This design comes from an exercise in tuning for small area and a short achievable clock period on the open sky130 flow, not from production work. No run shown here included a check of the RTL's function; only the layout flow was run.

File: flow/config.mk
export PLATFORM = sky130hd
export DESIGN_NAME = mac
export DESIGN_NICKNAME = mac
export VERILOG_FILES = /design/flow/design.v
export SDC_FILE = /design/flow/constraint.sdc
export NUM_CORES = 4
export LEC_CHECK = 0
export ABC_AREA = 1
export CAP_MARGIN = 20
export CORE_MARGIN = 2
export CORE_UTILIZATION = 60
export CTS_BUF_LIST = sky130_fd_sc_hd__clkbuf_4 sky130_fd_sc_hd__clkbuf_8
export SETUP_SLACK_MARGIN = 5
export SLEW_MARGIN = 20
export SYNTH_HIERARCHICAL = 1
File: flow/constraint.sdc
create_clock -name core_clock -period 12.0 [get_ports {clk}]
set_input_delay 2.4000 -clock core_clock [delete_from_list [all_inputs] [get_ports {clk}]]
set_output_delay 2.4000 -clock core_clock [all_outputs]
set_load 0.01 [all_outputs]
File: flow/design.v
module fullreg #(  parameter N = 16 )(
    input [N-1:0] d,
    output reg [N-1:0] q,
    input clk,
    input en,
    input clr,  
    input rst   
    );
always @(posedge clk,posedge rst) begin
    if(rst)
        q=0;
    else    
    if(en==1)begin
        if(clr)
            q=0;
        else
            q=d;
    end
end
endmodule
`timescale 1ns / 1ps
module adder
   #(parameter integer N=16)
   (
    input  [N-1:0] x1,
    input  [N-1:0] x2,
    output  [N-1:0] y
    );
    assign y=$unsigned(x1)+$unsigned(x2);
endmodule
module fa_cell(input a, input b, input c, output s, output co);
  assign s = a ^ b ^ c;
  assign co = (a & b) | (a & c) | (b & c);
endmodule
module ha_cell(input a, input b, output s, output co);
  assign s = a ^ b;
  assign co = a & b;
endmodule
`timescale 1ns / 1ps
module mult
   #(parameter integer N=9)
   (
    input  [N-1:0] x1,
    input  [N-1:0] x2,
    output  [2*N-1:0] y
    );
    assign y=$signed(x1)*$signed(x2);
endmodule
module mac(
    input [15:0] x1,
    input [15:0] x2,
    input clk,
    input rst,
    input en,
    output [39:0] y
    );
reg [39:0] S;
reg [31:0] C;
wire s1;
wire c2;
wire s3;
wire c4;
wire s5;
wire c6;
wire s7;
wire c8;
wire s9;
wire c10;
wire s11;
wire c12;
wire s13;
wire c14;
wire s15;
wire c16;
wire s17;
wire c18;
wire s19;
wire c20;
wire s21;
wire c22;
wire s23;
wire c24;
wire s25;
wire c26;
wire s27;
wire c28;
wire s29;
wire c30;
wire s31;
wire c32;
wire s33;
wire c34;
wire s35;
wire c36;
wire s37;
wire c38;
wire s39;
wire c40;
wire s41;
wire c42;
wire s43;
wire c44;
wire s45;
wire c46;
wire s47;
wire c48;
wire s49;
wire c50;
wire s51;
wire c52;
wire s53;
wire c54;
wire s55;
wire c56;
wire s57;
wire c58;
wire s59;
wire c60;
wire s61;
wire c62;
wire s63;
wire c64;
wire s65;
wire c66;
wire s67;
wire c68;
wire s69;
wire c70;
wire s71;
wire c72;
wire s73;
wire c74;
wire s75;
wire c76;
wire s77;
wire c78;
wire s79;
wire c80;
wire s81;
wire c82;
wire s83;
wire c84;
wire s85;
wire c86;
wire s87;
wire c88;
wire s89;
wire c90;
wire s91;
wire c92;
wire s93;
wire c94;
wire s95;
wire c96;
wire s97;
wire c98;
wire s99;
wire c100;
wire s101;
wire c102;
wire s103;
wire c104;
wire s105;
wire c106;
wire s107;
wire c108;
wire s109;
wire c110;
wire s111;
wire c112;
wire s113;
wire c114;
wire s115;
wire c116;
wire s117;
wire c118;
wire s119;
wire c120;
wire s121;
wire c122;
wire s123;
wire c124;
wire s125;
wire c126;
wire s127;
wire c128;
wire s129;
wire c130;
wire s131;
wire c132;
wire s133;
wire c134;
wire s135;
wire c136;
wire s137;
wire c138;
wire s139;
wire c140;
wire s141;
wire c142;
wire s143;
wire c144;
wire s145;
wire c146;
wire s147;
wire c148;
wire s149;
wire c150;
wire s151;
wire c152;
wire s153;
wire c154;
wire s155;
wire c156;
wire s157;
wire c158;
wire s159;
wire c160;
wire s161;
wire c162;
wire s163;
wire c164;
wire s165;
wire c166;
wire s167;
wire c168;
wire s169;
wire c170;
wire s171;
wire c172;
wire s173;
wire c174;
wire s175;
wire c176;
wire s177;
wire c178;
wire s179;
wire c180;
wire s181;
wire c182;
wire s183;
wire c184;
wire s185;
wire c186;
wire s187;
wire c188;
wire s189;
wire c190;
wire s191;
wire c192;
wire s193;
wire c194;
wire s195;
wire c196;
wire s197;
wire c198;
wire s199;
wire c200;
wire s201;
wire c202;
wire s203;
wire c204;
wire s205;
wire c206;
wire s207;
wire c208;
wire s209;
wire c210;
wire s211;
wire c212;
wire s213;
wire c214;
wire s215;
wire c216;
wire s217;
wire c218;
wire s219;
wire c220;
wire s221;
wire c222;
wire s223;
wire c224;
wire s225;
wire c226;
wire s227;
wire c228;
wire s229;
wire c230;
wire s231;
wire c232;
wire s233;
wire c234;
wire s235;
wire c236;
wire s237;
wire c238;
wire s239;
wire c240;
wire s241;
wire c242;
wire s243;
wire c244;
wire s245;
wire c246;
wire s247;
wire c248;
wire s249;
wire c250;
wire s251;
wire c252;
wire s253;
wire c254;
wire s255;
wire c256;
wire s257;
wire c258;
wire s259;
wire c260;
wire s261;
wire c262;
wire s263;
wire c264;
wire s265;
wire c266;
wire s267;
wire c268;
wire s269;
wire c270;
wire s271;
wire c272;
wire s273;
wire c274;
wire s275;
wire c276;
wire s277;
wire c278;
wire s279;
wire c280;
wire s281;
wire c282;
wire s283;
wire c284;
wire s285;
wire c286;
wire s287;
wire c288;
wire s289;
wire c290;
wire s291;
wire c292;
wire s293;
wire c294;
wire s295;
wire c296;
wire one0 = en & (x2[0] ^ 1'b0);
wire two0 = en & ((x2[1] & ~x2[0] & ~1'b0) | (~x2[1] & x2[0] & 1'b0));
wire neg0 = en & x2[1] & ~(x2[0] & 1'b0);
wire pp0_0 = (one0 & (x1[0] ^ neg0)) | (two0 & (1'b0 ^ neg0));
wire pp0_1 = (one0 & (x1[1] ^ neg0)) | (two0 & (x1[0] ^ neg0));
wire pp0_2 = (one0 & (x1[2] ^ neg0)) | (two0 & (x1[1] ^ neg0));
wire pp0_3 = (one0 & (x1[3] ^ neg0)) | (two0 & (x1[2] ^ neg0));
wire pp0_4 = (one0 & (x1[4] ^ neg0)) | (two0 & (x1[3] ^ neg0));
wire pp0_5 = (one0 & (x1[5] ^ neg0)) | (two0 & (x1[4] ^ neg0));
wire pp0_6 = (one0 & (x1[6] ^ neg0)) | (two0 & (x1[5] ^ neg0));
wire pp0_7 = (one0 & (x1[7] ^ neg0)) | (two0 & (x1[6] ^ neg0));
wire pp0_8 = (one0 & (x1[8] ^ neg0)) | (two0 & (x1[7] ^ neg0));
wire pp0_9 = (one0 & (x1[9] ^ neg0)) | (two0 & (x1[8] ^ neg0));
wire pp0_10 = (one0 & (x1[10] ^ neg0)) | (two0 & (x1[9] ^ neg0));
wire pp0_11 = (one0 & (x1[11] ^ neg0)) | (two0 & (x1[10] ^ neg0));
wire pp0_12 = (one0 & (x1[12] ^ neg0)) | (two0 & (x1[11] ^ neg0));
wire pp0_13 = (one0 & (x1[13] ^ neg0)) | (two0 & (x1[12] ^ neg0));
wire pp0_14 = (one0 & (x1[14] ^ neg0)) | (two0 & (x1[13] ^ neg0));
wire pp0_15 = (one0 & (x1[15] ^ neg0)) | (two0 & (x1[14] ^ neg0));
wire pp0_16 = ~((one0 & (x1[15] ^ neg0)) | (two0 & (x1[15] ^ neg0)));
wire one1 = en & (x2[2] ^ x2[1]);
wire two1 = en & ((x2[3] & ~x2[2] & ~x2[1]) | (~x2[3] & x2[2] & x2[1]));
wire neg1 = en & x2[3] & ~(x2[2] & x2[1]);
wire pp1_0 = (one1 & (x1[0] ^ neg1)) | (two1 & (1'b0 ^ neg1));
wire pp1_1 = (one1 & (x1[1] ^ neg1)) | (two1 & (x1[0] ^ neg1));
wire pp1_2 = (one1 & (x1[2] ^ neg1)) | (two1 & (x1[1] ^ neg1));
wire pp1_3 = (one1 & (x1[3] ^ neg1)) | (two1 & (x1[2] ^ neg1));
wire pp1_4 = (one1 & (x1[4] ^ neg1)) | (two1 & (x1[3] ^ neg1));
wire pp1_5 = (one1 & (x1[5] ^ neg1)) | (two1 & (x1[4] ^ neg1));
wire pp1_6 = (one1 & (x1[6] ^ neg1)) | (two1 & (x1[5] ^ neg1));
wire pp1_7 = (one1 & (x1[7] ^ neg1)) | (two1 & (x1[6] ^ neg1));
wire pp1_8 = (one1 & (x1[8] ^ neg1)) | (two1 & (x1[7] ^ neg1));
wire pp1_9 = (one1 & (x1[9] ^ neg1)) | (two1 & (x1[8] ^ neg1));
wire pp1_10 = (one1 & (x1[10] ^ neg1)) | (two1 & (x1[9] ^ neg1));
wire pp1_11 = (one1 & (x1[11] ^ neg1)) | (two1 & (x1[10] ^ neg1));
wire pp1_12 = (one1 & (x1[12] ^ neg1)) | (two1 & (x1[11] ^ neg1));
wire pp1_13 = (one1 & (x1[13] ^ neg1)) | (two1 & (x1[12] ^ neg1));
wire pp1_14 = (one1 & (x1[14] ^ neg1)) | (two1 & (x1[13] ^ neg1));
wire pp1_15 = (one1 & (x1[15] ^ neg1)) | (two1 & (x1[14] ^ neg1));
wire pp1_16 = ~((one1 & (x1[15] ^ neg1)) | (two1 & (x1[15] ^ neg1)));
wire one2 = en & (x2[4] ^ x2[3]);
wire two2 = en & ((x2[5] & ~x2[4] & ~x2[3]) | (~x2[5] & x2[4] & x2[3]));
wire neg2 = en & x2[5] & ~(x2[4] & x2[3]);
wire pp2_0 = (one2 & (x1[0] ^ neg2)) | (two2 & (1'b0 ^ neg2));
wire pp2_1 = (one2 & (x1[1] ^ neg2)) | (two2 & (x1[0] ^ neg2));
wire pp2_2 = (one2 & (x1[2] ^ neg2)) | (two2 & (x1[1] ^ neg2));
wire pp2_3 = (one2 & (x1[3] ^ neg2)) | (two2 & (x1[2] ^ neg2));
wire pp2_4 = (one2 & (x1[4] ^ neg2)) | (two2 & (x1[3] ^ neg2));
wire pp2_5 = (one2 & (x1[5] ^ neg2)) | (two2 & (x1[4] ^ neg2));
wire pp2_6 = (one2 & (x1[6] ^ neg2)) | (two2 & (x1[5] ^ neg2));
wire pp2_7 = (one2 & (x1[7] ^ neg2)) | (two2 & (x1[6] ^ neg2));
wire pp2_8 = (one2 & (x1[8] ^ neg2)) | (two2 & (x1[7] ^ neg2));
wire pp2_9 = (one2 & (x1[9] ^ neg2)) | (two2 & (x1[8] ^ neg2));
wire pp2_10 = (one2 & (x1[10] ^ neg2)) | (two2 & (x1[9] ^ neg2));
wire pp2_11 = (one2 & (x1[11] ^ neg2)) | (two2 & (x1[10] ^ neg2));
wire pp2_12 = (one2 & (x1[12] ^ neg2)) | (two2 & (x1[11] ^ neg2));
wire pp2_13 = (one2 & (x1[13] ^ neg2)) | (two2 & (x1[12] ^ neg2));
wire pp2_14 = (one2 & (x1[14] ^ neg2)) | (two2 & (x1[13] ^ neg2));
wire pp2_15 = (one2 & (x1[15] ^ neg2)) | (two2 & (x1[14] ^ neg2));
wire pp2_16 = ~((one2 & (x1[15] ^ neg2)) | (two2 & (x1[15] ^ neg2)));
wire one3 = en & (x2[6] ^ x2[5]);
wire two3 = en & ((x2[7] & ~x2[6] & ~x2[5]) | (~x2[7] & x2[6] & x2[5]));
wire neg3 = en & x2[7] & ~(x2[6] & x2[5]);
wire pp3_0 = (one3 & (x1[0] ^ neg3)) | (two3 & (1'b0 ^ neg3));
wire pp3_1 = (one3 & (x1[1] ^ neg3)) | (two3 & (x1[0] ^ neg3));
wire pp3_2 = (one3 & (x1[2] ^ neg3)) | (two3 & (x1[1] ^ neg3));
wire pp3_3 = (one3 & (x1[3] ^ neg3)) | (two3 & (x1[2] ^ neg3));
wire pp3_4 = (one3 & (x1[4] ^ neg3)) | (two3 & (x1[3] ^ neg3));
wire pp3_5 = (one3 & (x1[5] ^ neg3)) | (two3 & (x1[4] ^ neg3));
wire pp3_6 = (one3 & (x1[6] ^ neg3)) | (two3 & (x1[5] ^ neg3));
wire pp3_7 = (one3 & (x1[7] ^ neg3)) | (two3 & (x1[6] ^ neg3));
wire pp3_8 = (one3 & (x1[8] ^ neg3)) | (two3 & (x1[7] ^ neg3));
wire pp3_9 = (one3 & (x1[9] ^ neg3)) | (two3 & (x1[8] ^ neg3));
wire pp3_10 = (one3 & (x1[10] ^ neg3)) | (two3 & (x1[9] ^ neg3));
wire pp3_11 = (one3 & (x1[11] ^ neg3)) | (two3 & (x1[10] ^ neg3));
wire pp3_12 = (one3 & (x1[12] ^ neg3)) | (two3 & (x1[11] ^ neg3));
wire pp3_13 = (one3 & (x1[13] ^ neg3)) | (two3 & (x1[12] ^ neg3));
wire pp3_14 = (one3 & (x1[14] ^ neg3)) | (two3 & (x1[13] ^ neg3));
wire pp3_15 = (one3 & (x1[15] ^ neg3)) | (two3 & (x1[14] ^ neg3));
wire pp3_16 = ~((one3 & (x1[15] ^ neg3)) | (two3 & (x1[15] ^ neg3)));
wire one4 = en & (x2[8] ^ x2[7]);
wire two4 = en & ((x2[9] & ~x2[8] & ~x2[7]) | (~x2[9] & x2[8] & x2[7]));
wire neg4 = en & x2[9] & ~(x2[8] & x2[7]);
wire pp4_0 = (one4 & (x1[0] ^ neg4)) | (two4 & (1'b0 ^ neg4));
wire pp4_1 = (one4 & (x1[1] ^ neg4)) | (two4 & (x1[0] ^ neg4));
wire pp4_2 = (one4 & (x1[2] ^ neg4)) | (two4 & (x1[1] ^ neg4));
wire pp4_3 = (one4 & (x1[3] ^ neg4)) | (two4 & (x1[2] ^ neg4));
wire pp4_4 = (one4 & (x1[4] ^ neg4)) | (two4 & (x1[3] ^ neg4));
wire pp4_5 = (one4 & (x1[5] ^ neg4)) | (two4 & (x1[4] ^ neg4));
wire pp4_6 = (one4 & (x1[6] ^ neg4)) | (two4 & (x1[5] ^ neg4));
wire pp4_7 = (one4 & (x1[7] ^ neg4)) | (two4 & (x1[6] ^ neg4));
wire pp4_8 = (one4 & (x1[8] ^ neg4)) | (two4 & (x1[7] ^ neg4));
wire pp4_9 = (one4 & (x1[9] ^ neg4)) | (two4 & (x1[8] ^ neg4));
wire pp4_10 = (one4 & (x1[10] ^ neg4)) | (two4 & (x1[9] ^ neg4));
wire pp4_11 = (one4 & (x1[11] ^ neg4)) | (two4 & (x1[10] ^ neg4));
wire pp4_12 = (one4 & (x1[12] ^ neg4)) | (two4 & (x1[11] ^ neg4));
wire pp4_13 = (one4 & (x1[13] ^ neg4)) | (two4 & (x1[12] ^ neg4));
wire pp4_14 = (one4 & (x1[14] ^ neg4)) | (two4 & (x1[13] ^ neg4));
wire pp4_15 = (one4 & (x1[15] ^ neg4)) | (two4 & (x1[14] ^ neg4));
wire pp4_16 = ~((one4 & (x1[15] ^ neg4)) | (two4 & (x1[15] ^ neg4)));
wire one5 = en & (x2[10] ^ x2[9]);
wire two5 = en & ((x2[11] & ~x2[10] & ~x2[9]) | (~x2[11] & x2[10] & x2[9]));
wire neg5 = en & x2[11] & ~(x2[10] & x2[9]);
wire pp5_0 = (one5 & (x1[0] ^ neg5)) | (two5 & (1'b0 ^ neg5));
wire pp5_1 = (one5 & (x1[1] ^ neg5)) | (two5 & (x1[0] ^ neg5));
wire pp5_2 = (one5 & (x1[2] ^ neg5)) | (two5 & (x1[1] ^ neg5));
wire pp5_3 = (one5 & (x1[3] ^ neg5)) | (two5 & (x1[2] ^ neg5));
wire pp5_4 = (one5 & (x1[4] ^ neg5)) | (two5 & (x1[3] ^ neg5));
wire pp5_5 = (one5 & (x1[5] ^ neg5)) | (two5 & (x1[4] ^ neg5));
wire pp5_6 = (one5 & (x1[6] ^ neg5)) | (two5 & (x1[5] ^ neg5));
wire pp5_7 = (one5 & (x1[7] ^ neg5)) | (two5 & (x1[6] ^ neg5));
wire pp5_8 = (one5 & (x1[8] ^ neg5)) | (two5 & (x1[7] ^ neg5));
wire pp5_9 = (one5 & (x1[9] ^ neg5)) | (two5 & (x1[8] ^ neg5));
wire pp5_10 = (one5 & (x1[10] ^ neg5)) | (two5 & (x1[9] ^ neg5));
wire pp5_11 = (one5 & (x1[11] ^ neg5)) | (two5 & (x1[10] ^ neg5));
wire pp5_12 = (one5 & (x1[12] ^ neg5)) | (two5 & (x1[11] ^ neg5));
wire pp5_13 = (one5 & (x1[13] ^ neg5)) | (two5 & (x1[12] ^ neg5));
wire pp5_14 = (one5 & (x1[14] ^ neg5)) | (two5 & (x1[13] ^ neg5));
wire pp5_15 = (one5 & (x1[15] ^ neg5)) | (two5 & (x1[14] ^ neg5));
wire pp5_16 = ~((one5 & (x1[15] ^ neg5)) | (two5 & (x1[15] ^ neg5)));
wire one6 = en & (x2[12] ^ x2[11]);
wire two6 = en & ((x2[13] & ~x2[12] & ~x2[11]) | (~x2[13] & x2[12] & x2[11]));
wire neg6 = en & x2[13] & ~(x2[12] & x2[11]);
wire pp6_0 = (one6 & (x1[0] ^ neg6)) | (two6 & (1'b0 ^ neg6));
wire pp6_1 = (one6 & (x1[1] ^ neg6)) | (two6 & (x1[0] ^ neg6));
wire pp6_2 = (one6 & (x1[2] ^ neg6)) | (two6 & (x1[1] ^ neg6));
wire pp6_3 = (one6 & (x1[3] ^ neg6)) | (two6 & (x1[2] ^ neg6));
wire pp6_4 = (one6 & (x1[4] ^ neg6)) | (two6 & (x1[3] ^ neg6));
wire pp6_5 = (one6 & (x1[5] ^ neg6)) | (two6 & (x1[4] ^ neg6));
wire pp6_6 = (one6 & (x1[6] ^ neg6)) | (two6 & (x1[5] ^ neg6));
wire pp6_7 = (one6 & (x1[7] ^ neg6)) | (two6 & (x1[6] ^ neg6));
wire pp6_8 = (one6 & (x1[8] ^ neg6)) | (two6 & (x1[7] ^ neg6));
wire pp6_9 = (one6 & (x1[9] ^ neg6)) | (two6 & (x1[8] ^ neg6));
wire pp6_10 = (one6 & (x1[10] ^ neg6)) | (two6 & (x1[9] ^ neg6));
wire pp6_11 = (one6 & (x1[11] ^ neg6)) | (two6 & (x1[10] ^ neg6));
wire pp6_12 = (one6 & (x1[12] ^ neg6)) | (two6 & (x1[11] ^ neg6));
wire pp6_13 = (one6 & (x1[13] ^ neg6)) | (two6 & (x1[12] ^ neg6));
wire pp6_14 = (one6 & (x1[14] ^ neg6)) | (two6 & (x1[13] ^ neg6));
wire pp6_15 = (one6 & (x1[15] ^ neg6)) | (two6 & (x1[14] ^ neg6));
wire pp6_16 = ~((one6 & (x1[15] ^ neg6)) | (two6 & (x1[15] ^ neg6)));
wire one7 = en & (x2[14] ^ x2[13]);
wire two7 = en & ((x2[15] & ~x2[14] & ~x2[13]) | (~x2[15] & x2[14] & x2[13]));
wire neg7 = en & x2[15] & ~(x2[14] & x2[13]);
wire pp7_0 = (one7 & (x1[0] ^ neg7)) | (two7 & (1'b0 ^ neg7));
wire pp7_1 = (one7 & (x1[1] ^ neg7)) | (two7 & (x1[0] ^ neg7));
wire pp7_2 = (one7 & (x1[2] ^ neg7)) | (two7 & (x1[1] ^ neg7));
wire pp7_3 = (one7 & (x1[3] ^ neg7)) | (two7 & (x1[2] ^ neg7));
wire pp7_4 = (one7 & (x1[4] ^ neg7)) | (two7 & (x1[3] ^ neg7));
wire pp7_5 = (one7 & (x1[5] ^ neg7)) | (two7 & (x1[4] ^ neg7));
wire pp7_6 = (one7 & (x1[6] ^ neg7)) | (two7 & (x1[5] ^ neg7));
wire pp7_7 = (one7 & (x1[7] ^ neg7)) | (two7 & (x1[6] ^ neg7));
wire pp7_8 = (one7 & (x1[8] ^ neg7)) | (two7 & (x1[7] ^ neg7));
wire pp7_9 = (one7 & (x1[9] ^ neg7)) | (two7 & (x1[8] ^ neg7));
wire pp7_10 = (one7 & (x1[10] ^ neg7)) | (two7 & (x1[9] ^ neg7));
wire pp7_11 = (one7 & (x1[11] ^ neg7)) | (two7 & (x1[10] ^ neg7));
wire pp7_12 = (one7 & (x1[12] ^ neg7)) | (two7 & (x1[11] ^ neg7));
wire pp7_13 = (one7 & (x1[13] ^ neg7)) | (two7 & (x1[12] ^ neg7));
wire pp7_14 = (one7 & (x1[14] ^ neg7)) | (two7 & (x1[13] ^ neg7));
wire pp7_15 = (one7 & (x1[15] ^ neg7)) | (two7 & (x1[14] ^ neg7));
wire pp7_16 = ~((one7 & (x1[15] ^ neg7)) | (two7 & (x1[15] ^ neg7)));
wire s0n = ~pp0_16;
wire [4:0] yi = y[18:14];
wire [5:0] yinc = {1'b0, yi} + {5'b0, neg7};
ha_cell hs1 (.a(y[8]), .b(neg4), .s(s1), .co(c2));
ha_cell hs3 (.a(y[9]), .b(pp0_9), .s(s3), .co(c4));
fa_cell fs5 (.a(y[10]), .b(neg5), .c(pp0_10), .s(s5), .co(c6));
ha_cell hs7 (.a(pp1_8), .b(pp2_6), .s(s7), .co(c8));
fa_cell fs9 (.a(y[11]), .b(pp0_11), .c(pp1_9), .s(s9), .co(c10));
ha_cell hs11 (.a(pp2_7), .b(pp3_5), .s(s11), .co(c12));
fa_cell fs13 (.a(y[12]), .b(neg6), .c(pp0_12), .s(s13), .co(c14));
fa_cell fs15 (.a(pp1_10), .b(pp2_8), .c(pp3_6), .s(s15), .co(c16));
ha_cell hs17 (.a(pp4_4), .b(pp5_2), .s(s17), .co(c18));
fa_cell fs19 (.a(y[13]), .b(pp0_13), .c(pp1_11), .s(s19), .co(c20));
fa_cell fs21 (.a(pp2_9), .b(pp3_7), .c(pp4_5), .s(s21), .co(c22));
ha_cell hs23 (.a(pp5_3), .b(pp6_1), .s(s23), .co(c24));
fa_cell fs25 (.a(yinc[0]), .b(pp0_14), .c(pp1_12), .s(s25), .co(c26));
fa_cell fs27 (.a(pp2_10), .b(pp3_8), .c(pp4_6), .s(s27), .co(c28));
fa_cell fs29 (.a(pp5_4), .b(pp6_2), .c(pp7_0), .s(s29), .co(c30));
fa_cell fs31 (.a(yinc[1]), .b(pp0_15), .c(pp1_13), .s(s31), .co(c32));
fa_cell fs33 (.a(pp2_11), .b(pp3_9), .c(pp4_7), .s(s33), .co(c34));
fa_cell fs35 (.a(pp5_5), .b(pp6_3), .c(pp7_1), .s(s35), .co(c36));
fa_cell fs37 (.a(yinc[2]), .b(pp1_14), .c(pp2_12), .s(s37), .co(c38));
fa_cell fs39 (.a(pp3_10), .b(pp4_8), .c(pp5_6), .s(s39), .co(c40));
fa_cell fs41 (.a(pp6_4), .b(pp7_2), .c(s0n), .s(s41), .co(c42));
fa_cell fs43 (.a(yinc[3]), .b(pp1_15), .c(pp2_13), .s(s43), .co(c44));
fa_cell fs45 (.a(pp3_11), .b(pp4_9), .c(pp5_7), .s(s45), .co(c46));
fa_cell fs47 (.a(pp6_5), .b(pp7_3), .c(s0n), .s(s47), .co(c48));
fa_cell fs49 (.a(yinc[4]), .b(pp1_16), .c(pp2_14), .s(s49), .co(c50));
fa_cell fs51 (.a(pp3_12), .b(pp4_10), .c(pp5_8), .s(s51), .co(c52));
fa_cell fs53 (.a(pp6_6), .b(pp7_4), .c(pp0_16), .s(s53), .co(c54));
assign s55 = ~(y[19] ^ yinc[5]);
assign c56 = y[19] | yinc[5];
fa_cell fs57 (.a(pp2_15), .b(pp3_13), .c(pp4_11), .s(s57), .co(c58));
fa_cell fs59 (.a(pp5_9), .b(pp6_7), .c(pp7_5), .s(s59), .co(c60));
fa_cell fs61 (.a(y[20]), .b(pp2_16), .c(pp3_14), .s(s61), .co(c62));
fa_cell fs63 (.a(pp4_12), .b(pp5_10), .c(pp6_8), .s(s63), .co(c64));
assign s65 = ~(y[21] ^ pp3_15);
assign c66 = y[21] | pp3_15;
ha_cell hs67 (.a(pp4_13), .b(pp5_11), .s(s67), .co(c68));
fa_cell fs69 (.a(y[22]), .b(pp3_16), .c(pp4_14), .s(s69), .co(c70));
assign s71 = ~y[23];
assign c72 = y[23];
ha_cell hs73 (.a(y[4]), .b(neg2), .s(s73), .co(c74));
ha_cell hs75 (.a(y[5]), .b(pp0_5), .s(s75), .co(c76));
fa_cell fs77 (.a(y[6]), .b(neg3), .c(pp0_6), .s(s77), .co(c78));
ha_cell hs79 (.a(pp1_4), .b(pp2_2), .s(s79), .co(c80));
fa_cell fs81 (.a(y[7]), .b(pp0_7), .c(pp1_5), .s(s81), .co(c82));
ha_cell hs83 (.a(pp2_3), .b(pp3_1), .s(s83), .co(c84));
fa_cell fs85 (.a(s1), .b(pp0_8), .c(pp1_6), .s(s85), .co(c86));
fa_cell fs87 (.a(pp2_4), .b(pp3_2), .c(pp4_0), .s(s87), .co(c88));
fa_cell fs89 (.a(c2), .b(pp1_7), .c(pp2_5), .s(s89), .co(c90));
fa_cell fs91 (.a(pp3_3), .b(pp4_1), .c(s3), .s(s91), .co(c92));
fa_cell fs93 (.a(pp3_4), .b(pp4_2), .c(pp5_0), .s(s93), .co(c94));
fa_cell fs95 (.a(c4), .b(s7), .c(s5), .s(s95), .co(c96));
fa_cell fs97 (.a(pp4_3), .b(pp5_1), .c(c8), .s(s97), .co(c98));
fa_cell fs99 (.a(s11), .b(c6), .c(s9), .s(s99), .co(c100));
fa_cell fs101 (.a(pp6_0), .b(c12), .c(s17), .s(s101), .co(c102));
fa_cell fs103 (.a(c10), .b(s13), .c(s15), .s(s103), .co(c104));
fa_cell fs105 (.a(c18), .b(s23), .c(c14), .s(s105), .co(c106));
fa_cell fs107 (.a(c16), .b(s19), .c(s21), .s(s107), .co(c108));
fa_cell fs109 (.a(c24), .b(c20), .c(c22), .s(s109), .co(c110));
fa_cell fs111 (.a(s25), .b(s27), .c(s29), .s(s111), .co(c112));
fa_cell fs113 (.a(c26), .b(c28), .c(c30), .s(s113), .co(c114));
fa_cell fs115 (.a(s31), .b(s33), .c(s35), .s(s115), .co(c116));
fa_cell fs117 (.a(c32), .b(c34), .c(c36), .s(s117), .co(c118));
fa_cell fs119 (.a(s37), .b(s39), .c(s41), .s(s119), .co(c120));
fa_cell fs121 (.a(c38), .b(c40), .c(c42), .s(s121), .co(c122));
fa_cell fs123 (.a(s43), .b(s45), .c(s47), .s(s123), .co(c124));
fa_cell fs125 (.a(c44), .b(c46), .c(c48), .s(s125), .co(c126));
fa_cell fs127 (.a(s49), .b(s51), .c(s53), .s(s127), .co(c128));
fa_cell fs129 (.a(s55), .b(c50), .c(c52), .s(s129), .co(c130));
fa_cell fs131 (.a(c54), .b(s57), .c(s59), .s(s131), .co(c132));
fa_cell fs133 (.a(pp7_6), .b(c56), .c(c58), .s(s133), .co(c134));
fa_cell fs135 (.a(c60), .b(s61), .c(s63), .s(s135), .co(c136));
fa_cell fs137 (.a(pp6_9), .b(pp7_7), .c(s67), .s(s137), .co(c138));
fa_cell fs139 (.a(c62), .b(c64), .c(s65), .s(s139), .co(c140));
fa_cell fs141 (.a(pp5_12), .b(pp6_10), .c(pp7_8), .s(s141), .co(c142));
fa_cell fs143 (.a(c68), .b(c66), .c(s69), .s(s143), .co(c144));
fa_cell fs145 (.a(s71), .b(pp4_15), .c(pp5_13), .s(s145), .co(c146));
fa_cell fs147 (.a(pp6_11), .b(pp7_9), .c(c70), .s(s147), .co(c148));
fa_cell fs149 (.a(y[24]), .b(c72), .c(pp4_16), .s(s149), .co(c150));
fa_cell fs151 (.a(pp5_14), .b(pp6_12), .c(pp7_10), .s(s151), .co(c152));
assign s153 = ~(y[25] ^ pp5_15);
assign c154 = y[25] | pp5_15;
ha_cell hs155 (.a(pp6_13), .b(pp7_11), .s(s155), .co(c156));
fa_cell fs157 (.a(y[26]), .b(pp5_16), .c(pp6_14), .s(s157), .co(c158));
assign s159 = ~y[27];
assign c160 = y[27];
ha_cell hs161 (.a(y[2]), .b(neg1), .s(s161), .co(c162));
ha_cell hs163 (.a(y[3]), .b(pp0_3), .s(s163), .co(c164));
fa_cell fs165 (.a(s73), .b(pp0_4), .c(pp1_2), .s(s165), .co(c166));
fa_cell fs167 (.a(c74), .b(pp1_3), .c(pp2_1), .s(s167), .co(c168));
fa_cell fs169 (.a(pp3_0), .b(c76), .c(s79), .s(s169), .co(c170));
fa_cell fs171 (.a(c80), .b(s83), .c(c78), .s(s171), .co(c172));
fa_cell fs173 (.a(c84), .b(c82), .c(s85), .s(s173), .co(c174));
fa_cell fs175 (.a(c86), .b(c88), .c(s89), .s(s175), .co(c176));
fa_cell fs177 (.a(c90), .b(s93), .c(c92), .s(s177), .co(c178));
fa_cell fs179 (.a(c94), .b(s97), .c(c96), .s(s179), .co(c180));
fa_cell fs181 (.a(c98), .b(s101), .c(c100), .s(s181), .co(c182));
fa_cell fs183 (.a(c102), .b(c104), .c(s105), .s(s183), .co(c184));
fa_cell fs185 (.a(c106), .b(c108), .c(s109), .s(s185), .co(c186));
fa_cell fs187 (.a(c110), .b(c112), .c(s113), .s(s187), .co(c188));
fa_cell fs189 (.a(c114), .b(c116), .c(s117), .s(s189), .co(c190));
fa_cell fs191 (.a(c118), .b(c120), .c(s121), .s(s191), .co(c192));
fa_cell fs193 (.a(c122), .b(c124), .c(s125), .s(s193), .co(c194));
fa_cell fs195 (.a(c126), .b(c128), .c(s129), .s(s195), .co(c196));
fa_cell fs197 (.a(c130), .b(c132), .c(s133), .s(s197), .co(c198));
fa_cell fs199 (.a(s137), .b(c134), .c(c136), .s(s199), .co(c200));
fa_cell fs201 (.a(s141), .b(c138), .c(c140), .s(s201), .co(c202));
fa_cell fs203 (.a(c142), .b(s145), .c(c144), .s(s203), .co(c204));
fa_cell fs205 (.a(c146), .b(s149), .c(s151), .s(s205), .co(c206));
fa_cell fs207 (.a(s155), .b(c150), .c(c152), .s(s207), .co(c208));
fa_cell fs209 (.a(pp7_12), .b(c156), .c(c154), .s(s209), .co(c210));
fa_cell fs211 (.a(s159), .b(pp6_15), .c(pp7_13), .s(s211), .co(c212));
fa_cell fs213 (.a(y[28]), .b(c160), .c(pp6_16), .s(s213), .co(c214));
assign s215 = ~y[29];
assign c216 = y[29];
ha_cell hs217 (.a(y[0]), .b(neg0), .s(s217), .co(c218));
ha_cell hs219 (.a(y[1]), .b(pp0_1), .s(s219), .co(c220));
fa_cell fs221 (.a(s161), .b(pp0_2), .c(pp1_0), .s(s221), .co(c222));
fa_cell fs223 (.a(c162), .b(pp1_1), .c(s163), .s(s223), .co(c224));
fa_cell fs225 (.a(pp2_0), .b(c164), .c(s165), .s(s225), .co(c226));
fa_cell fs227 (.a(s75), .b(c166), .c(s167), .s(s227), .co(c228));
fa_cell fs229 (.a(c168), .b(s77), .c(s169), .s(s229), .co(c230));
fa_cell fs231 (.a(s81), .b(c170), .c(s171), .s(s231), .co(c232));
fa_cell fs233 (.a(s87), .b(c172), .c(s173), .s(s233), .co(c234));
fa_cell fs235 (.a(s91), .b(c174), .c(s175), .s(s235), .co(c236));
fa_cell fs237 (.a(c176), .b(s95), .c(s177), .s(s237), .co(c238));
fa_cell fs239 (.a(s99), .b(c178), .c(s179), .s(s239), .co(c240));
fa_cell fs241 (.a(s103), .b(c180), .c(s181), .s(s241), .co(c242));
fa_cell fs243 (.a(s107), .b(c182), .c(s183), .s(s243), .co(c244));
fa_cell fs245 (.a(s111), .b(c184), .c(s185), .s(s245), .co(c246));
fa_cell fs247 (.a(s115), .b(c186), .c(s187), .s(s247), .co(c248));
fa_cell fs249 (.a(s119), .b(c188), .c(s189), .s(s249), .co(c250));
fa_cell fs251 (.a(s123), .b(c190), .c(s191), .s(s251), .co(c252));
fa_cell fs253 (.a(s127), .b(c192), .c(s193), .s(s253), .co(c254));
fa_cell fs255 (.a(s131), .b(c194), .c(s195), .s(s255), .co(c256));
fa_cell fs257 (.a(s135), .b(c196), .c(s197), .s(s257), .co(c258));
fa_cell fs259 (.a(s139), .b(c198), .c(s199), .s(s259), .co(c260));
fa_cell fs261 (.a(s143), .b(c200), .c(s201), .s(s261), .co(c262));
fa_cell fs263 (.a(s147), .b(c202), .c(s203), .s(s263), .co(c264));
fa_cell fs265 (.a(c148), .b(s205), .c(c204), .s(s265), .co(c266));
fa_cell fs267 (.a(s153), .b(c206), .c(s207), .s(s267), .co(c268));
fa_cell fs269 (.a(s157), .b(c208), .c(s209), .s(s269), .co(c270));
fa_cell fs271 (.a(c158), .b(s211), .c(c210), .s(s271), .co(c272));
fa_cell fs273 (.a(pp7_14), .b(c212), .c(s213), .s(s273), .co(c274));
fa_cell fs275 (.a(s215), .b(pp7_15), .c(c214), .s(s275), .co(c276));
fa_cell fs277 (.a(y[30]), .b(c216), .c(pp7_16), .s(s277), .co(c278));
assign s279 = ~y[31];
assign c280 = y[31];
assign s281 = ~y[32];
assign c282 = y[32];
assign s283 = ~y[33];
assign c284 = y[33];
assign s285 = ~y[34];
assign c286 = y[34];
assign s287 = ~y[35];
assign c288 = y[35];
assign s289 = ~y[36];
assign c290 = y[36];
assign s291 = ~y[37];
assign c292 = y[37];
assign s293 = ~y[38];
assign c294 = y[38];
assign s295 = ~y[39];
assign c296 = y[39];
wire [7:0] hs = {c294, c292, c290, c288, c286, c284, c282, c280} + {s295, s293, s291, s289, s287, s285, s283, s281};
wire [39:0] Sn = {hs[7], hs[6], hs[5], hs[4], hs[3], hs[2], hs[1], hs[0], c278, c276, c274, c272, c270, c268, c266, c264, c262, c260, c258, c256, c254, c252, c250, c248, c246, c244, c242, c240, c238, c236, c234, c232, c230, c228, c226, c224, c222, c220, c218, pp0_0};
wire [31:0] Cn = {s279, s277, s275, s273, s271, s269, s267, s265, s263, s261, s259, s257, s255, s253, s251, s249, s247, s245, s243, s241, s239, s237, s235, s233, s231, s229, s227, s225, s223, s221, s219, s217};
always @(posedge clk or posedge rst)
  if (rst) begin
    S <= 40'd0;
    C <= 32'd0;
  end else begin
    S <= Sn;
    C <= Cn;
  end
wire [39:0] ya = S[39:0], yb = {8'd0, C};
wire [39:0] p0, g0;
genvar gi;
generate for (gi = 0; gi < 40; gi = gi + 1) begin : pg
  ha_cell h (.a(ya[gi]), .b(yb[gi]), .s(p0[gi]), .co(g0[gi]));
end endgenerate
wire bg0_1 = g0[1] | (p0[1] & g0[0]);
wire bp0_1 = p0[1] & p0[0];
wire bg0_3 = g0[3] | (p0[3] & g0[2]);
wire bp0_3 = p0[3] & p0[2];
wire bg0_5 = g0[5] | (p0[5] & g0[4]);
wire bp0_5 = p0[5] & p0[4];
wire bg0_7 = g0[7] | (p0[7] & g0[6]);
wire bp0_7 = p0[7] & p0[6];
wire bg0_9 = g0[9] | (p0[9] & g0[8]);
wire bp0_9 = p0[9] & p0[8];
wire bg0_11 = g0[11] | (p0[11] & g0[10]);
wire bp0_11 = p0[11] & p0[10];
wire bg0_13 = g0[13] | (p0[13] & g0[12]);
wire bp0_13 = p0[13] & p0[12];
wire bg0_15 = g0[15] | (p0[15] & g0[14]);
wire bp0_15 = p0[15] & p0[14];
wire bg0_17 = g0[17] | (p0[17] & g0[16]);
wire bp0_17 = p0[17] & p0[16];
wire bg0_19 = g0[19] | (p0[19] & g0[18]);
wire bp0_19 = p0[19] & p0[18];
wire bg0_21 = g0[21] | (p0[21] & g0[20]);
wire bp0_21 = p0[21] & p0[20];
wire bg0_23 = g0[23] | (p0[23] & g0[22]);
wire bp0_23 = p0[23] & p0[22];
wire bg0_25 = g0[25] | (p0[25] & g0[24]);
wire bp0_25 = p0[25] & p0[24];
wire bg0_27 = g0[27] | (p0[27] & g0[26]);
wire bp0_27 = p0[27] & p0[26];
wire bg0_29 = g0[29] | (p0[29] & g0[28]);
wire bp0_29 = p0[29] & p0[28];
wire bg0_31 = g0[31] | (p0[31] & g0[30]);
wire bp0_31 = p0[31] & p0[30];
wire bg0_33 = g0[33] | (p0[33] & g0[32]);
wire bp0_33 = p0[33] & p0[32];
wire bg0_35 = g0[35] | (p0[35] & g0[34]);
wire bp0_35 = p0[35] & p0[34];
wire bg0_37 = g0[37] | (p0[37] & g0[36]);
wire bp0_37 = p0[37] & p0[36];
wire bg0_39 = g0[39] | (p0[39] & g0[38]);
wire bp0_39 = p0[39] & p0[38];
wire bg1_3 = bg0_3 | (bp0_3 & bg0_1);
wire bp1_3 = bp0_3 & bp0_1;
wire bg1_7 = bg0_7 | (bp0_7 & bg0_5);
wire bp1_7 = bp0_7 & bp0_5;
wire bg1_11 = bg0_11 | (bp0_11 & bg0_9);
wire bp1_11 = bp0_11 & bp0_9;
wire bg1_15 = bg0_15 | (bp0_15 & bg0_13);
wire bp1_15 = bp0_15 & bp0_13;
wire bg1_19 = bg0_19 | (bp0_19 & bg0_17);
wire bp1_19 = bp0_19 & bp0_17;
wire bg1_23 = bg0_23 | (bp0_23 & bg0_21);
wire bp1_23 = bp0_23 & bp0_21;
wire bg1_27 = bg0_27 | (bp0_27 & bg0_25);
wire bp1_27 = bp0_27 & bp0_25;
wire bg1_31 = bg0_31 | (bp0_31 & bg0_29);
wire bp1_31 = bp0_31 & bp0_29;
wire bg1_35 = bg0_35 | (bp0_35 & bg0_33);
wire bp1_35 = bp0_35 & bp0_33;
wire bg1_39 = bg0_39 | (bp0_39 & bg0_37);
wire bp1_39 = bp0_39 & bp0_37;
wire bg2_7 = bg1_7 | (bp1_7 & bg1_3);
wire bp2_7 = bp1_7 & bp1_3;
wire bg2_15 = bg1_15 | (bp1_15 & bg1_11);
wire bp2_15 = bp1_15 & bp1_11;
wire bg2_23 = bg1_23 | (bp1_23 & bg1_19);
wire bp2_23 = bp1_23 & bp1_19;
wire bg2_31 = bg1_31 | (bp1_31 & bg1_27);
wire bp2_31 = bp1_31 & bp1_27;
wire bg2_39 = bg1_39 | (bp1_39 & bg1_35);
wire bp2_39 = bp1_39 & bp1_35;
wire bg3_15 = bg2_15 | (bp2_15 & bg2_7);
wire bp3_15 = bp2_15 & bp2_7;
wire bg3_31 = bg2_31 | (bp2_31 & bg2_23);
wire bp3_31 = bp2_31 & bp2_23;
wire bg4_31 = bg3_31 | (bp3_31 & bg3_15);
wire bp4_31 = bp3_31 & bp3_15;
wire bg8_23 = bg2_23 | (bp2_23 & bg3_15);
wire bp8_23 = bp2_23 & bp3_15;
wire bg8_39 = bg2_39 | (bp2_39 & bg4_31);
wire bp8_39 = bp2_39 & bp4_31;
wire bg9_11 = bg1_11 | (bp1_11 & bg2_7);
wire bp9_11 = bp1_11 & bp2_7;
wire bg9_19 = bg1_19 | (bp1_19 & bg3_15);
wire bp9_19 = bp1_19 & bp3_15;
wire bg9_27 = bg1_27 | (bp1_27 & bg8_23);
wire bp9_27 = bp1_27 & bp8_23;
wire bg9_35 = bg1_35 | (bp1_35 & bg4_31);
wire bp9_35 = bp1_35 & bp4_31;
wire bg10_5 = bg0_5 | (bp0_5 & bg1_3);
wire bp10_5 = bp0_5 & bp1_3;
wire bg10_9 = bg0_9 | (bp0_9 & bg2_7);
wire bp10_9 = bp0_9 & bp2_7;
wire bg10_13 = bg0_13 | (bp0_13 & bg9_11);
wire bp10_13 = bp0_13 & bp9_11;
wire bg10_17 = bg0_17 | (bp0_17 & bg3_15);
wire bp10_17 = bp0_17 & bp3_15;
wire bg10_21 = bg0_21 | (bp0_21 & bg9_19);
wire bp10_21 = bp0_21 & bp9_19;
wire bg10_25 = bg0_25 | (bp0_25 & bg8_23);
wire bp10_25 = bp0_25 & bp8_23;
wire bg10_29 = bg0_29 | (bp0_29 & bg9_27);
wire bp10_29 = bp0_29 & bp9_27;
wire bg10_33 = bg0_33 | (bp0_33 & bg4_31);
wire bp10_33 = bp0_33 & bp4_31;
wire bg10_37 = bg0_37 | (bp0_37 & bg9_35);
wire bp10_37 = bp0_37 & bp9_35;
wire bg11_2 = g0[2] | (p0[2] & bg0_1);
wire bp11_2 = p0[2] & bp0_1;
wire bg11_4 = g0[4] | (p0[4] & bg1_3);
wire bp11_4 = p0[4] & bp1_3;
wire bg11_6 = g0[6] | (p0[6] & bg10_5);
wire bp11_6 = p0[6] & bp10_5;
wire bg11_8 = g0[8] | (p0[8] & bg2_7);
wire bp11_8 = p0[8] & bp2_7;
wire bg11_10 = g0[10] | (p0[10] & bg10_9);
wire bp11_10 = p0[10] & bp10_9;
wire bg11_12 = g0[12] | (p0[12] & bg9_11);
wire bp11_12 = p0[12] & bp9_11;
wire bg11_14 = g0[14] | (p0[14] & bg10_13);
wire bp11_14 = p0[14] & bp10_13;
wire bg11_16 = g0[16] | (p0[16] & bg3_15);
wire bp11_16 = p0[16] & bp3_15;
wire bg11_18 = g0[18] | (p0[18] & bg10_17);
wire bp11_18 = p0[18] & bp10_17;
wire bg11_20 = g0[20] | (p0[20] & bg9_19);
wire bp11_20 = p0[20] & bp9_19;
wire bg11_22 = g0[22] | (p0[22] & bg10_21);
wire bp11_22 = p0[22] & bp10_21;
wire bg11_24 = g0[24] | (p0[24] & bg8_23);
wire bp11_24 = p0[24] & bp8_23;
wire bg11_26 = g0[26] | (p0[26] & bg10_25);
wire bp11_26 = p0[26] & bp10_25;
wire bg11_28 = g0[28] | (p0[28] & bg9_27);
wire bp11_28 = p0[28] & bp9_27;
wire bg11_30 = g0[30] | (p0[30] & bg10_29);
wire bp11_30 = p0[30] & bp10_29;
wire bg11_32 = g0[32] | (p0[32] & bg4_31);
wire bp11_32 = p0[32] & bp4_31;
wire bg11_34 = g0[34] | (p0[34] & bg10_33);
wire bp11_34 = p0[34] & bp10_33;
wire bg11_36 = g0[36] | (p0[36] & bg9_35);
wire bp11_36 = p0[36] & bp9_35;
wire bg11_38 = g0[38] | (p0[38] & bg10_37);
wire bp11_38 = p0[38] & bp10_37;
wire [39:0] cy = {bg11_38, bg10_37, bg11_36, bg9_35, bg11_34, bg10_33, bg11_32, bg4_31, bg11_30, bg10_29, bg11_28, bg9_27, bg11_26, bg10_25, bg11_24, bg8_23, bg11_22, bg10_21, bg11_20, bg9_19, bg11_18, bg10_17, bg11_16, bg3_15, bg11_14, bg10_13, bg11_12, bg9_11, bg11_10, bg10_9, bg11_8, bg2_7, bg11_6, bg10_5, bg11_4, bg1_3, bg11_2, bg0_1, g0[0], 1'b0};
assign y[39:0] = p0 ^ cy;
endmodule
File: flow/flow/run.sh
#!/bin/bash
# The standard layout (standard.sh: ORFS synthesis to final layout) with a
# few extra ORFS settings; the clock, constraints and synthesis script are
# unchanged. Settings come from flow/params.sh:
#   MARGIN      setup slack that repair_timing aims for (ns)
#   PORTBUF     cell used to buffer every input and output port
#   EXTRA       further ORFS make variables
set -u
. flow/params.sh
bash standard.sh SETUP_SLACK_MARGIN=$MARGIN "BUFFER_PORTS_ARGS=-buffer_cell $PORTBUF" $EXTRA finish > standard.log 2>&1
File: flow/flow/params.sh
MARGIN=6.5
PORTBUF=sky130_fd_sc_hd__buf_1
EXTRA="ABC_LOAD_IN_FF=2"
File: flow/standard.sh
#!/bin/bash
# synth_recipe.tcl (not shown) runs the flow's synth.tcl, then flattens the netlist and writes it again
# the make line also repeats each setting of config.mk as NAME=value (left out here)
make -C /OpenROAD-flow-scripts/flow DESIGN_CONFIG=/design/flow/config.mk WORK_HOME=/design/flow/orfs CLKGATE_MAP_FILE= SYNTH_SCRIPT=/design/flow/synth_recipe.tcl "${@:-finish}"
==> impl_metrics.yaml, run 1 <==
clock_network:
  cts_max_level: 3
  clk_latency_ns: 0.39
  tritoncts: "yes"
  numClockSinks: 72
  clkSlewWorstSetupHoldPaths_ns: 0.08
  cts_buffers: 9
  cts_buffer_depth: 2
  cts-root-buf: "clkbuf_8"
floorplan:
  ios: 75
  core_area_um2: 15000
  fp.dieArea_um2: 16200
  die_y_um: 127
  initial_core_util_pct: 60.7
  die_w_um: 127
  rows: 45
min_path:
  min_path_cells: 2
  hold_class: "reg2reg"
critical_path:
  crit_cells: 8
  rr_worst_depth: 20
  worst_ep_arrival_time_ns: 5.63
  cpMostUsedCell: "fa_1"
  crit_required_ns: 12.26
  startpoint_type: "primary input"
  max_stage_delay_ns: 0.53
  cpMaxStageDelayCell: "fa_1"
  path_max_fanout: 17
  critical_path.cell_chain: "buf_1 > nand2_4 > or2_2 > o22ai_1 > fa_1 > fa_1 > fa_1 > fa_1"
  path_delay_family: "adder cells"
  endpoint_kind: "register"
  path_class: "in2reg"
  path_buf_inv: 1
yosys:
  syn-instance-count: 925
  synth-seq-cells: 72
  synth.distinct_cells: 28
  synth_area_per_cell_um2: 9.86
  synth_enable_flop_cells: 0
  async_flop_share_pct: 100
  synth.largest_area_cell: "fa_1"
  synth_area_leaders: "fa_1 26%, dfrtp_1 20%, ha_1 13%"
  netlist_area_um2: 9120
  ys_seq_area_share_pct: 19.8
  yosys_warnings: 7
  ys.flop_type: "dfrtp_1"
  synth_top_area_share_pct: 25.9
grt:
  grt_max_degree: 73
  antenna_found_initial: 0
  grt_pass1_wl_um: 35500
  track_usage_pct: 28.4
  grt_pass1_vias: 6842
  overflow: 0
finish:
  nets: 1215
  syn_to_final_growth_pct: 7.63
  final_util_pct: 65.3
  num_antenna_cells: 0
  drive_gt1_share_pct: 8.86
  fill_cells: 1266
  final_area_um2: 9810
route:
  ant_nets: 0
  dr.pass1.iters: 5
  vias: 6867
  wl_per_cell_um: 18.7
  drcViolationCount: 0
  wl_um: 21600
  detailedRoute.firstIterationViolations: 475
  vias_per_cell: 5.92
sta:
  slew_headroom_pct: 38.3
  finalClockSkew_ns: 0.0109
  drv_slew: 0
  fin_setup_tns_ns: 0
  fin_ws_ns: 6.63
  fmax_mhz: 186
  finalCritPeriodShare_pct: 44.7
  fin_crit_ns: 5.37
  rsz0062_at_grt: "true"
  worst_pin_slew_ns: 0.925
  setup-violations-final: 0
  finalHoldViolCount: 0
placement:
  dpl.hpwl_um: 17800
  dpl_worst_slack_ns: 5.45
  portBuffers: 74
  gp_congestion: 0.912
  placed_cell_area_um2: 9380
outcome:
  outcome: "no timing/DRC/antenna violations"
job:
  max-cap-violations: 0
## layout by cell type (no fill, tap or decap), types with 2 or more instances in the layout
cell        Yosys  layout
a211oi_1        2       2
a21oi_1        30      29
a31o_2          4       4
buf_1           8      69
buf_2          10       3
buf_4          22      12
clkbuf_8        0      10
clkinvlp_4      0       3
conb_1          1       8
dfrtp_1        72      72
fa_1          118     115
fa_2            0       3
ha_1           95      93
inv_1          68      66
inv_2           1       2
nand2_1       106      94
nand2_2         1       7
nand2_4         0       5
nand3_1        19      18
nor2_1         41      37
nor2_2          0       4
nor3_2          3       6
o21ai_0        26      22
o21ai_1         0       2
o21ai_2         0       2
o22ai_1       110     105
o22ai_2         0       5
or2_2           2       2
xnor2_1       121     116
xnor2_2         0       5
xor2_1         35      34
## cells in the mapped netlist (all sizes together) (8+ instances only)
cell / number
clkbuf: 17
a21oi: 30
buf: 46
nand2: 107
nand3: 19
nor3: 8
nor2: 41
o22ai: 110
fa: 118
inv: 69
xor2: 35
xnor2: 121
o21ai: 26
ha: 95
dfrtp: 72
## worst reg2reg max path: stages, from the launching register on
cell     delay (ns)
dfrtp_1        0.38
ha_1           0.29
ha_1           0.19
inv_1          0.06
nand2_1        0.08
nand2_1        0.08
nand2_2        0.09
nand2_4        0.11
a21oi_1        0.09
or2_2          0.31
a31o_2         0.22
ha_1           0.19
nor2_2         0.13
xnor2_2        0.16
ha_2           0.26
nand3_1        0.13
xnor2_2        0.18
fa_2           0.35
fa_2           0.55
fa_1           0.43
fa_1           0.44
## sequential cells by signal (all words and copies together) (netlist names)
signal / count
C: 32
S: 40
## modules after synthesis, one instance, submodules excluded
module,flops+latches,area (um^2)
fa_cell,0,20.0
ha_cell,0,12.5
mac,72,6080
## stage by stage
stage	hold slack [ns]	instances
2_1_floorplan	0.589	932
3_3_place_gp	0.602	1139
3_5_place_dp	0.623	1139
4_1_cts	0.653	1155
5_1_grt	0.681	1159
6_report	0.650	1159
## what timing repair did
| item | 4_1_cts | 5_1_grt |
|---|---|---|
| hold buffers | 0 | 0 |
| setup buffers | 1 | 4 |
| setup endpoints to repair | 45 | 35 |
| resized for setup | 20 | 36 |
| pin swaps | 2 | 8 |
## final timing paths
kind,start,slack [ns],end
worst min register to register,C[0],0.65,C[0]
max in group asynchronous,rst,9.14,S[25]
worst max register to register,S[1],7.16,C[19]
worst min-delay path,C[0],0.65,C[0]
min in group asynchronous,rst,2.27,S[16]
worst max-delay path,x2[1],6.63,C[14]
## cells by family (layout without fill, tap and decap cells)
logic type	Yosys count	count (layout)	synth area share, %
adder cells (fa/ha/maj)	213	213	38.9
AND/OR/NAND/NOR	178	178	7.97
AO/OA/AOI/OAI	173	173	11.3
XOR/XNOR	156	156	15.0
buffers and inverters	132	171	7.05
flip-flops	72	72	19.8
other	1	8	0.0411
## area by class of cell
type / count / area [um^2] / area share [%]
inverters: 69 / 262 / 2.66
flip-flops and latches: 72 / 1800 / 18.4
multi-input cells: 728 / 6920 / 70.5
clock buffers: 10 / 138 / 1.40
clock inverters: 5 / 57.6 / 0.586
repair buffers: 87 / 400 / 4.08
well taps: 188 / 235 / 2.40
## layer usage
layer  track usage (%)  vias up  part of all wire [%]
met2              44.7      222                    46
li1                  -     3166                     -
met5                 0        -                     0
met3              4.52       21                   6.0
met1              42.2     3458                    47
met4              6.40        0                   1.5
==> run 2: changes to the inputs <==
==> flow/flow/params.sh (replaced) <==
MARGIN=6.8
PORTBUF=sky130_fd_sc_hd__buf_1
EXTRA="ABC_LOAD_IN_FF=2"
==> run 2 against run 1 <==
Effect of this change:
- die area did not move
- final area rose by 13%
- critical endpoint unchanged
- hold slack got worse by 0.023 ns
- via count rose by 6.8%
- still clean
- first-iteration DRC count rose by 3.4%
- sequential cell count did not move
- synthesized cell count did not move
- register-to-register slack improved by 0.19 ns
==> impl_metrics.yaml, run 2 <==
yosys:
  synth_enable_flop_cells: 0
  synth-seq-cells: 72
  yosys_warnings: 7
  ys_seq_area_share_pct: 19.8
  syn-instance-count: 925
  yosysMostFrequentCell: "xnor2_1"
  synth.distinct_cells: 28
  async_flop_share_pct: 100
  synth_area_per_cell_um2: 9.86
  synth_area_leaders: "fa_1 26%, dfrtp_1 20%, ha_1 13%"
  synth_common_cells: "121 x xnor2_1, 118 x fa_1, 110 x o22ai_1"
  synth_top_area_share_pct: 25.9
  ys.flop_type: "dfrtp_1"
  netlist_area_um2: 9120
  synth.largest_area_cell: "fa_1"
outcome:
  outcome: "no timing/DRC/antenna violations"
grt:
  overflow: 0
  grt_pass1_wl_um: 38100
  antenna_found_initial: 0
  grt_pass1_vias: 7300
  grt_max_degree: 73
  track_usage_pct: 30.8
finish:
  top_regs: "S (40), C (32)"
  layout_common_cells: "99 x xnor2_1, 86 x o22ai_1, 83 x fa_1, 81 x ha_1, 76 x nand2_1"
  num_antenna_cells: 0
  multiInputGateArea_um2: 7610
  drive_gt1_share_pct: 27.6
  largest_register_ffs: 40
  regArea_um2: 1800
  largest_register: "S"
  fill_cells: 1105
  final_common_cell: "xnor2_1"
  syn_to_final_growth_pct: 21.3
  finalNonFillerCells: 1217
  nets: 1274
  final_util_pct: 73.6
route:
  wl_per_cell_um: 20.4
  detailedRoute.firstIterationViolations: 491
  ant_nets: 0
  dr.pass1.iters: 5
  wl_um: 24900
  vias: 7335
  vias_per_cell: 6.03
  drcViolationCount: 0
clock_network:
  tritoncts: "yes"
  numClockSinks: 72
  clkSlewWorstSetupHoldPaths_ns: 0.08
  clk_latency_ns: 0.39
  cts_buffers: 9
  cts_buffer_depth: 2
  cts_max_level: 3
  cts-root-buf: "clkbuf_8"
sta:
  fin_setup_tns_ns: 0
  whs_ns: 0.627
  worst_pin_slew_ns: 0.991
  slew_headroom_pct: 33.9
  finalHoldViolCount: 0
  fin_crit_ns: 5.18
  setup-violations-final: 0
  finalCritPeriodShare_pct: 43.2
  finalClockSkew_ns: 0.0126
  fin_ws_ns: 6.82
  fmax_mhz: 193
  drv_slew: 0
  rsz0062_at_grt: "true"
floorplan:
  rows: 45
  core_area_um2: 15000
  ios: 75
  fp.dieArea_um2: 16200
  die_w_um: 127
  die_y_um: 127
  initial_core_util_pct: 60.7
placement:
  dpl_worst_slack_ns: 5.13
  gp_congestion: 0.926
  dpl.hpwl_um: 18200
  portBuffers: 74
  dp.cells: 1138
critical_path:
  path_class: "in2reg"
  path_max_fanout: 11
  endpoint_kind: "register"
  crit_required_ns: 12.25
  startpoint_type: "primary input"
  worst_ep_arrival_time_ns: 5.43
min_path:
  hold_class: "reg2reg"
job:
  max-cap-violations: 0
==> run 2: cell counts after synthesis <==
Identical to the previous run, type by type.
==> run 2: modules after synthesis, one instance, submodules excluded <==
| module | cell area (um^2) | cells | times used | flip-flops and latches |
|---|---|---|---|---|
| fa_cell | 20.0 | 1 | 117 | 0 |
| ha_cell | 12.5 | 1 | 56 | 0 |
| mac | 6080 | 752 | 1 | 72 |
==> run 2: layout make-up <==
class | count | area share, %
clock buffers | 13 | 1.45
clock inverters | 1 | 0.0452
inverters | 69 | 2.52
multi-input cells | 728 | 68.8
flip-flops and latches | 72 | 16.3
well taps | 188 | 2.13
repair buffers | 146 | 8.74
==> run 2: per-layer routing <==
metal	GRT usage [%]	vias to the layer above	wire length [um]
met2	48.0	332	11700
met3	4.94	50	1960
met4	10.4	0	621
met1	44.3	3655	10600
met5	0	-	0
li1	-	3298	-
==> run 2: what timing repair did <==
item / CTS / global route
endpoints found under the setup margin: 67 / 47
setup buffers: 27 / 35
resized for setup: 89 / 118
pin swaps: 20 / 50
cloned: 0 / 3
hold buffers: 0 / 0
==> run 2: worst paths after layout <==
kind,start,endpoint,slack [ns],cells after the start
hold / removal,C[0],C[0],0.63,2
min in group asynchronous,rst,S[38],2.29,3
max in group asynchronous,rst,C[28],9.12,3
hold reg to reg,C[0],C[0],0.63,2
setup reg to reg,C[1],C[19],7.35,21
setup / recovery,x2[11],C[14],6.82,10
==> run 2: stage by stage <==
| step | area, um^2 |
|---|---|
| detailed placement | 9610 |
| global route | 11100 |
| CTS | 10300 |
| global placement | 9610 |
| finish | 11100 |
| floorplan | 9440 |
==> run 2: critical path: stages <==
cell     delay [ns]
buf_1          0.11
ha_2           0.22
nor3_4         0.25
buf_12         0.20
xnor2_2        0.10
o22ai_1        0.37
ha_1           0.33
fa_1           0.45
fa_1           0.57
fa_1           0.42
==> run 2: cell families after synthesis <==
family          after synthesis  synth area share, %
other cells                   1               0.0411
simple gates                178                 7.97
buf+inv                     132                 7.05
fa+ha+maj                   213                 38.9
xor+xnor                    156                 15.0
flops                        72                 19.8
compound gates              173                 11.3
==> run 3: changes to the inputs <==
==> flow/flow/params.sh (replaced) <==
MARGIN=6.5
PORTBUF=sky130_fd_sc_hd__buf_1
EXTRA="ABC_LOAD_IN_FF=2"
--- a/flow/config.mk
+++ b/flow/config.mk
@@ -11,4 +11,5 @@
 export CORE_UTILIZATION = 60
 export CTS_BUF_LIST = sky130_fd_sc_hd__clkbuf_4 sky130_fd_sc_hd__clkbuf_8
+export GPL_TIMING_DRIVEN = 0
 export SETUP_SLACK_MARGIN = 5
 export SLEW_MARGIN = 20
==> run 3 against run 2 <==
Effect of this change:
- still clean on timing, DRC and antenna
- final cell count shrank 0.49%
- die area did not move
- critical path depth increased by 1
- clock-buffer cell count shrank 2
- critical path type unchanged
- largest cell class unchanged
==> impl_metrics.yaml, run 3 <==
route:
  vias: 7023
  ant_nets: 0
  drcViolationCount: 0
  vias_per_cell: 5.80
  detailedRoute.firstIterationViolations: 608
  wl_per_cell_um: 18.2
  dr.pass1.iters: 5
  wl_um: 22100
job:
  max-cap-violations: 0
yosys:
  synth_area_leaders: "fa_1 26%, dfrtp_1 20%, ha_1 13%"
  ys.flop_type: "dfrtp_1"
  synth_common_cells: "121 x xnor2_1, 118 x fa_1, 110 x o22ai_1"
  async_flop_share_pct: 100
  yosysMostFrequentCell: "xnor2_1"
  ys_seq_area_share_pct: 19.8
  synth_top_area_share_pct: 25.9
  synth_enable_flop_cells: 0
  synth.largest_area_cell: "fa_1"
  netlist_area_um2: 9120
  synth-seq-cells: 72
  synth.distinct_cells: 28
  syn-instance-count: 925
  synth_area_per_cell_um2: 9.86
  yosys_warnings: 7
finish:
  num_antenna_cells: 0
  layout_common_cells: "114 x xnor2_1, 114 x fa_1, 107 x o22ai_1, 93 x nand2_1, 92 x ha_1"
  largest_register: "S"
  fill_cells: 1225
  syn_to_final_growth_pct: 12.3
  top_regs: "S (40), C (32)"
  drive_gt1_share_pct: 13.6
  multiInputGateArea_um2: 6960
  nets: 1266
  regArea_um2: 1800
  largest_register_ffs: 40
critical_path:
  path_buf_inv: 4
  crit_start: "x2[3]"
  max_stage_delay_ns: 0.54
  crit_required_ns: 12.24
  worst_ep_arrival_time_ns: 5.63
  cpMostUsedCell: "fa_1"
  cpMaxStageDelayCell: "fa_1"
  path_delay_family: "adder cells"
  reg2reg_from: "S[1]"
  startpoint_type: "primary input"
  critical_path.cell_chain: "buf_1 > inv_1 > or3_1 > a21oi_2 > inv_1 > clkbuf_2 > o22ai_2 > fa_1 > fa_1 > fa_1 > fa_1"
  endpoint_kind: "register"
  path_max_fanout: 10
  path_class: "in2reg"
  rr_worst_depth: 20
  crit_cells: 11
grt:
  grt_pass1_vias: 7005
  antenna_found_initial: 0
  global_route.usage.met2_pct: 43.0
  grt_max_degree: 40
  grt_pass1_wl_um: 35600
  met3_usage_pct: 6.20
  use_met1_pct: 43.0
  busiest_layer: "met1"
  overflow: 0
  track_usage_pct: 28.5
placement:
  gp_congestion: 0.946
  dpl.hpwl_um: 18200
  portBuffers: 58
sta:
  drv_slew: 0
  finalCritPeriodShare_pct: 44.9
  setup-violations-final: 0
  rsz0062_at_grt: "true"
  slew_headroom_pct: 47.5
  whs_ns: 0.629
  fin_setup_tns_ns: 0
  worst_pin_slew_ns: 0.788
  finalClockSkew_ns: 0.0136
  fin_crit_ns: 5.39
  fmax_mhz: 186
  finalHoldViolCount: 0
min_path:
  min_path_cells: 2
  min_from: "C[0]"
  hold_class: "reg2reg"
floorplan:
  core_area_um2: 15000
  fp.dieArea_um2: 16200
  ios: 75
  initial_core_util_pct: 60.7
  rows: 45
  die_w_um: 127
  die_y_um: 127
clock_network:
  postCtsHoldBufs: 0
  tritoncts: "yes"
  clkSlewWorstSetupHoldPaths_ns: 0.08
  cts_buffer_depth: 2
  clk_latency_ns: 0.37
  numClockSinks: 72
  cts_buffers: 9
  cts_max_level: 3
  cts-root-buf: "clkbuf_8"
outcome:
  outcome: "no timing/DRC/antenna violations"
## run 3: changes by cell type in the layout (fill, tap and decap cells not counted), sizes merged
cell | before | now
clkinv | 1 | 3
clkinvlp | 0 | 1
clkbuf | 23 | 33
bufinv | 0 | 1
buf | 136 | 116
## run 3: area by class of cell
class / count / area share, %
Multi-Input combinational cell: 728 / 67.9
Sequential cell: 72 / 17.6
Buffer: 63 / 3.93
Timing Repair Buffer: 75 / 3.72
Inverter: 69 / 2.55
Tap cell: 188 / 2.30
Clock buffer: 11 / 1.42
Clock inverter: 5 / 0.550
## run 3: repair_timing
action | in CTS | in global routing
setup endpoints to repair | 29 | 28
buffers inserted | 6 | 10
gates cloned | 0 | 0
gates resized for setup | 22 | 50
pin swaps | 7 | 15
## run 3: per-module statistics from Yosys, one instance, submodules excluded
module	cell area (um^2)	times used	flops+latches
mac	6080	1	72
fa_cell	20.0	117	0
ha_cell	12.5	56	0
## run 3: final timing paths
check / to / slack, ns
worst min-delay path: C[0] / 0.63
worst max register to register: C[19] / 7.17
max in group asynchronous: C[26] / 9.39
min in group asynchronous: S[14] / 2.03
worst max-delay path: C[13] / 6.61
worst min register to register: C[0] / 0.63
## run 3: routing by layer
layer	wire (um)	vias to the layer above
met5	0	-
met4	233	0
met3	1740	17
met2	9820	259
met1	10300	3472
li1	-	3275
## run 3: kinds of logic (layout without fill, tap and decap cells)
logic type	count (synthesis)	in the layout	synth area share, %
fa+ha+maj	213	213	38.9
simple gates	178	178	7.97
compound gates	173	173	11.3
xor+xnor	156	156	15.0
buf+inv	132	223	7.05
flops	72	72	19.8
other cells	1	8	0.0411
## run 3: stage by stage
| step | setup slack, ns | util (%) | cell area, um^2 | instances |
|---|---|---|---|---|
| finish | 6.61 | 68.1 | 10200 | 1211 |
| floorplan | 6.52 | - | 9180 | 932 |
| global route | 6.43 | 68.1 | 10200 | 1211 |
| CTS | 6.43 | 66.4 | 9980 | 1201 |
| global placement | 5.88 | 64.1 | 9630 | 1178 |
| detailed placement | 5.82 | 64.2 | 9660 | 1179 |
## run 3: worst min-delay path, stage by stage, from the launching register on
cell     delay (ns)
dfrtp_1        0.33
ha_1           0.14
ha_1           0.13

[what the ideal ports hide]
In the flow no input, the clock included, has a driving cell. The finished layouts below were timed again as built, in two steps.
Step 1 sets driving cells, clkbuf_16 on the clock port and buf_2 on the other inputs (assumed; they add their load-dependent delay and slew).
Step 2 times the ports against the registers' clock, not the clock port: input delays grow and output delays shrink by t, the midpoint of the rising clock arrivals with the driver on.
Three values: ideal ports, drivers, drivers and shift; two values: the first two.
run | shift t [ns] | slack for setup (ns) | hold slack, ns | worst setup path after step 2
run 1 | 0.419 | 6.632 / 6.603 / 6.226 | 0.650 / 0.650 / 0.650 | input to register
run 2 | 0.419 | 6.819 / 6.810 / 6.420 | 0.627 / 0.627 / 0.627 | input to register
run 3 | 0.405 | 6.611 / 6.595 / 6.224 | 0.629 / 0.629 / 0.629 | input to register
After both steps setup and hold are still met in every run listed. For run 1, which loses most, drivers alone change the setup slack by -0.029 ns; drivers and shift together by -0.406 ns.
